Context: an optimization exercise on an open-source flow, tuned for small area. The choices shown serve that exercise and are no tape-out recipe.
The RTL was checked by simulation tests, not by an equivalence proof against the original design.
The clock port is modelled as an ideal driver, which makes a skipped or thinned clock tree look cheaper than it is; a real chip needs a root buffer or a tree.
Power figures rest on the tool's default switching activity, not on a simulated workload.

== run 1 ==
==> flow/design.v (excerpt) <==
module sonic(
	input clk,
	input rst,
	output reg trigger,
	input echo,
	output reg [3:0]num0,
	output [3:0]num1,
	output near
);
localparam [22:0] LZ = 23'd7813801;
localparam [11:0] PZ = 12'd974;
reg [22:0] L;
wire endHigh = trigger & L[1] & L[5] & L[8] & L[9] & L[15] & ~L[20] & L[21];
wire endLow = (L[22:5] == LZ[22:5]) && (L[2:0] == LZ[2:0]);
wire lfb = L[22] ^ L[17];
always @(posedge clk) begin
	if (rst) begin
		L <= LZ;
		trigger <= 1'b0;
	end else begin
		L <= ~({L[21:0], lfb} ^ {4'b0, endHigh, 18'b0});
		if (endLow) trigger <= 1'b1;
		else if (endHigh) trigger <= 1'b0;
	end
end
reg [11:0] P;
reg [3:0] u, t;
reg flag;
reg [3:0] n1c;
wire pw = P[1] & ~P[2] & P[5] & ~P[6] & ~P[8] & P[9] & ~P[10] & ~P[11];
wire pfb = P[11] ^ P[10];
wire sat = t[3] & t[1];
wire inc = pw & ~sat;
wire ci = inc & u[0];
wire tc = ci & u[3];
wire tci = tc & t[0];
always @(posedge clk) begin
	if (rst | ~echo | pw) P <= PZ;
	else P <= ~{P[10:0], pfb};
	if (rst | ~echo) begin
		u <= 4'd0;
		t <= 4'd0;
	end else begin
		u <= u ^ {ci & (u[1] & u[2] | u[3]), ci & u[1], ci & ~u[3], inc};
		t <= t ^ {tci & t[1] & t[2], tci & t[1], tci, tc};
	end
	flag <= ~rst & echo;
	if (rst) begin
		num0 <= 4'd0;
		n1c <= 4'd10;
	end else if (flag & ~echo) begin
		num0 <= {u[3] | sat, u[2] | sat, u[1] & ~sat, u[0] & ~sat};
		n1c <= {t[3], t[2] | sat, t[1] & ~sat, t[0]};
	end
end
assign num1 = {n1c[3] & ~n1c[1], n1c[2], n1c[1] & ~n1c[3], n1c[0]};
assign near = ~n1c[3] & ~n1c[2];
endmodule
Settings: LEC_CHECK=0, CAP_MARGIN=20, CORE_MARGIN=2, CORE_UTILIZATION=65, SLEW_MARGIN=20; clock period 25.0 ns.
standard.sh (not shown) runs the stock make flow with config.mk's settings and CLKGATE_MAP_FILE= SYNTH_SCRIPT=/design/flow/synth_recipe.tcl, a recipe that flattens the netlist after the stock synthesis.
==> flow/flow/run.sh <==
#!/bin/bash
# The standard layout (standard.sh) with these changes:
#  - synthesis maps logic with an area-oriented ABC script (flow/abc_area_map.script)
#    in place of ORFS's abc_speed.script; everything else in synthesis, including
#    synth_recipe.tcl and register mapping, is unchanged, except that half/full
#    adders are left to ABC rather than mapped to adder cells (ADDER_MAP_FILE empty);
#  - port buffers are the smallest buffer cell instead of the one buffer_ports picks;
#  - the clock tree is CLOCK_BUFFER_COUNT clock buffers fed by the clock port, each
#    driving one cluster of registers (flow/clock_buffer.tcl), in place of TritonCTS;
#    the rest of ORFS's CTS step (timing repair, placement legalisation) is unchanged.
# Each tool's output goes to the ORFS logs under orfs/logs and to standard_flow.log.
set -euo pipefail
here=$(pwd)
rm -rf "$here/scripts_mod"
cp -r "$FLOW_HOME/scripts" "$here/scripts_mod"
cp "$here/flow/abc_area_map.script" "$here/scripts_mod/abc_speed.script"
sed -i 's|^log_cmd clock_tree_synthesis {\*}\$cts_args$|source $::env(CLOCK_BUFFER_TCL)|' "$here/scripts_mod/cts.tcl"
grep -q CLOCK_BUFFER_TCL "$here/scripts_mod/cts.tcl"
export CLOCK_BUFFER_TCL="$here/flow/clock_buffer.tcl"
export CLOCK_BUFFER_CELL=sky130_fd_sc_hd__clkbuf_8
export CLOCK_BUFFER_COUNT=3
export BUFFER_PORTS_ARGS="-buffer_cell sky130_fd_sc_hd__buf_1"
bash standard.sh SCRIPTS_DIR="$here/scripts_mod" ADDER_MAP_FILE= finish > standard_flow.log 2>&1
==> flow/flow/clock_buffer.tcl <==
# Clock distribution used in place of TritonCTS for this small design: the
# clock port drives CLOCK_BUFFER_COUNT clock buffers, each placed at the centre
# of a cluster of register clock pins (k-means on the placed registers) and
# driving the clock pins of that cluster.
set cell $::env(CLOCK_BUFFER_CELL)
set k $::env(CLOCK_BUFFER_COUNT)
set block [ord::get_db_block]
set port_net [$block findNet clk]
set master [[ord::get_db] findMaster $cell]
set pins {}
foreach iterm [$port_net getITerms] {
  set loc [[$iterm getInst] getLocation]
  lappend pins [list $iterm [lindex $loc 0] [lindex $loc 1]]
}
set n [llength $pins]
# initial centres: pins spread along the sorted x order
set sorted [lsort -integer -index 1 $pins]
set cx {}
set cy {}
for {set c 0} {$c < $k} {incr c} {
  set p [lindex $sorted [expr {int(($c + 0.5) * $n / $k)}]]
  lappend cx [lindex $p 1]
  lappend cy [lindex $p 2]
}
for {set it 0} {$it < 50} {incr it} {
  set assign {}
  foreach p $pins {
    set best 0
    set bd -1
    for {set c 0} {$c < $k} {incr c} {
      set dx [expr {[lindex $p 1] - [lindex $cx $c]}]
      set dy [expr {[lindex $p 2] - [lindex $cy $c]}]
      set d [expr {abs($dx) + abs($dy)}]
      if {$bd < 0 || $d < $bd} { set bd $d; set best $c }
    }
    lappend assign $best
  }
  set ncx {}
  set ncy {}
  for {set c 0} {$c < $k} {incr c} {
    set sx 0; set sy 0; set m 0
    foreach p $pins a $assign {
      if {$a == $c} { incr sx [lindex $p 1]; incr sy [lindex $p 2]; incr m }
    }
    if {$m > 0} {
      lappend ncx [expr {$sx / $m}]; lappend ncy [expr {$sy / $m}]
    } else {
      lappend ncx [lindex $cx $c]; lappend ncy [lindex $cy $c]
    }
  }
  set cx $ncx
  set cy $ncy
}
$port_net setSigType CLOCK
for {set c 0} {$c < $k} {incr c} {
  set buf [odb::dbInst_create $block $master clkbuf_leaf_$c]
  set leaf [odb::dbNet_create $block clknet_leaf_$c]
  $leaf setSigType CLOCK
  set m 0
  foreach p $pins a $assign {
    if {$a == $c} {
      set iterm [lindex $p 0]
      $iterm disconnect
      $iterm connect $leaf
      incr m
    }
  }
  [$buf findITerm A] connect $port_net
  [$buf findITerm X] connect $leaf
  $buf setLocation [lindex $cx $c] [lindex $cy $c]
  $buf setPlacementStatus PLACED
  puts "clock_buffer.tcl: $cell clkbuf_leaf_$c drives $m clock pins"
}
Other scripts of this flow, unchanged in this note and not shown: flow/flow/abc_area_map.script
Here is what was changed in the inputs of run 2 compared with run 1.
Settings: CORE_MARGIN removed (was 2); DIE_AREA newly set to 0 0 72 72; CORE_UTILIZATION removed (was 65); PLACE_DENSITY newly set to 0.9; CORE_AREA newly set to 2 2 70 70.
--- a/flow/flow/run.sh
+++ b/flow/flow/run.sh
@@ -20,2 +20,2 @@
-export CLOCK_BUFFER_CELL=sky130_fd_sc_hd__clkbuf_8
-export CLOCK_BUFFER_COUNT=3
+export CLOCK_BUFFER_CELL=sky130_fd_sc_hd__clkbuf_4
+export CLOCK_BUFFER_COUNT=4
--- a/flow/flow/clock_buffer.tcl
+++ b/flow/flow/clock_buffer.tcl
@@ -3,2 +3,3 @@
-# of a cluster of register clock pins (k-means on the placed registers) and
-# driving the clock pins of that cluster.
+# of a cluster of register clock pins and driving the clock pins of that
+# cluster.  Clusters come from k-means on the placed registers, with at most
+# ceil(pins / CLOCK_BUFFER_COUNT) pins in each.
@@ -26 +27,5 @@
-  set assign {}
+  # each pin goes to the nearest centre that still has room; pins whose
+  # nearest and second-nearest centres differ most choose first
+  set cap [expr {($n + $k - 1) / $k}]
+  set order {}
+  set idx 0
@@ -28,2 +33 @@
-    set best 0
-    set bd -1
+    set ds {}
@@ -33,2 +37 @@
-      set d [expr {abs($dx) + abs($dy)}]
-      if {$bd < 0 || $d < $bd} { set bd $d; set best $c }
+      lappend ds [list $c [expr {abs($dx) + abs($dy)}]]
@@ -36 +39,19 @@
-    lappend assign $best
+    set ds [lsort -integer -index 1 $ds]
+    set regret [expr {[lindex $ds 1 1] - [lindex $ds 0 1]}]
+    lappend order [list $idx $regret $ds]
+    incr idx
+  }
+  set order [lsort -integer -decreasing -index 1 $order]
+  set fill {}
+  for {set c 0} {$c < $k} {incr c} { lappend fill 0 }
+  set assign {}
+  foreach p $pins { lappend assign 0 }
+  foreach o $order {
+    foreach cd [lindex $o 2] {
+      set c [lindex $cd 0]
+      if {[lindex $fill $c] < $cap} {
+        lset fill $c [expr {[lindex $fill $c] + 1}]
+        lset assign [lindex $o 0] $c
+        break
+      }
+    }
Run 2: wire length 180 um above run 1. Relative to run 1, the number of vias in the routed layout measured on run 2 has decreased slightly. Layout overhead on the synthesized area (lower): run 1. Summary of run 2 over run 1: sequential share of layout area shrank by 0.58 points; cell count grew by 10%. [compare] base=run 1 new=run 2: hold-critical path depth held; die outline height moved up; maximum frequency from static timing analysis higher.
Setup changes, run 2 to run 3
Settings: PLACE_DENSITY: 0.9 -> unset.
--- a/flow/flow/run.sh
+++ b/flow/flow/run.sh
@@ -20,2 +20,2 @@
-export CLOCK_BUFFER_CELL=sky130_fd_sc_hd__clkbuf_4
-export CLOCK_BUFFER_COUNT=4
+export CLOCK_BUFFER_CELL=sky130_fd_sc_hd__clkbuf_8
+export CLOCK_BUFFER_COUNT=3
--- a/flow/flow/clock_buffer.tcl
+++ b/flow/flow/clock_buffer.tcl
@@ -3,3 +3,2 @@
-# of a cluster of register clock pins and driving the clock pins of that
-# cluster.  Clusters come from k-means on the placed registers, with at most
-# ceil(pins / CLOCK_BUFFER_COUNT) pins in each.
+# of a cluster of register clock pins (k-means on the placed registers) and
+# driving the clock pins of that cluster.
@@ -27,5 +26 @@
-  # each pin goes to the nearest centre that still has room; pins whose
-  # nearest and second-nearest centres differ most choose first
-  set cap [expr {($n + $k - 1) / $k}]
-  set order {}
-  set idx 0
+  set assign {}
@@ -33 +28,2 @@
-    set ds {}
+    set best 0
+    set bd -1
@@ -37 +33,2 @@
-      lappend ds [list $c [expr {abs($dx) + abs($dy)}]]
+      set d [expr {abs($dx) + abs($dy)}]
+      if {$bd < 0 || $d < $bd} { set bd $d; set best $c }
@@ -39,19 +36 @@
-    set ds [lsort -integer -index 1 $ds]
-    set regret [expr {[lindex $ds 1 1] - [lindex $ds 0 1]}]
-    lappend order [list $idx $regret $ds]
-    incr idx
-  }
-  set order [lsort -integer -decreasing -index 1 $order]
-  set fill {}
-  for {set c 0} {$c < $k} {incr c} { lappend fill 0 }
-  set assign {}
-  foreach p $pins { lappend assign 0 }
-  foreach o $order {
-    foreach cd [lindex $o 2] {
-      set c [lindex $cd 0]
-      if {[lindex $fill $c] < $cap} {
-        lset fill $c [expr {[lindex $fill $c] + 1}]
-        lset assign [lindex $o 0] $c
-        break
-      }
-    }
+    lappend assign $best
[summary]
- Comparing run 2 and run 3, the higher final cell count is on run 2.
- In run 3, the required time of the critical path came out 0.03 ns below the value in run 2.
- The post-synthesis register bit count on run 3 is in line with that on run 2.
- Changes observed in run 3 relative to run 2: proportion of power drawn by the clock network saw an increase; internal cell power saw an increase; sequential share of layout area saw a decrease; via count saw a decrease.
- From run 2 to run 3 the numbers moved as follows: tightest hold margin dropped 0.0067 ns; clock network power consumption went up.
No run of this note takes its clock network from TritonCTS; it comes from the design's own scripts or RTL.

==> re-timing with driven ports <==
The flow's constraints put no driver on any port. The routed layouts listed below were extracted and timed again, unchanged, in two steps. Step 1 sets driving cells, clkbuf_16 on the clock port and buf_2 on the other inputs (assumed; they add their load-dependent delay and slew). Step 2, shift: input delay + t, output delay - t, t = (earliest + latest rising clock arrival at the registers) / 2. This alone moves slack from input paths to output paths. a / b / c = no drivers / after step 1 / after step 2; a / b = the first two.
| run | shift t [ns] | setup WS [ns] | slew at the worst register clock pin (ns) | pins driven straight from the clock port |
|---|---|---|---|---|
| run 1 | 0.193 | 18.414 / 18.437 / 18.244 | 0.11 / 0.11 | 3 |
| run 2 | 0.216 | 18.450 / 18.472 / 18.255 | 0.12 / 0.12 | 4 |
| run 3 | 0.199 | 18.364 / 18.385 / 18.186 | 0.10 / 0.10 | 3 |
After both steps setup and hold are still met in every run listed. For run 2, which loses most, drivers alone change the setup slack by +0.022 ns; drivers and shift together by -0.195 ns.
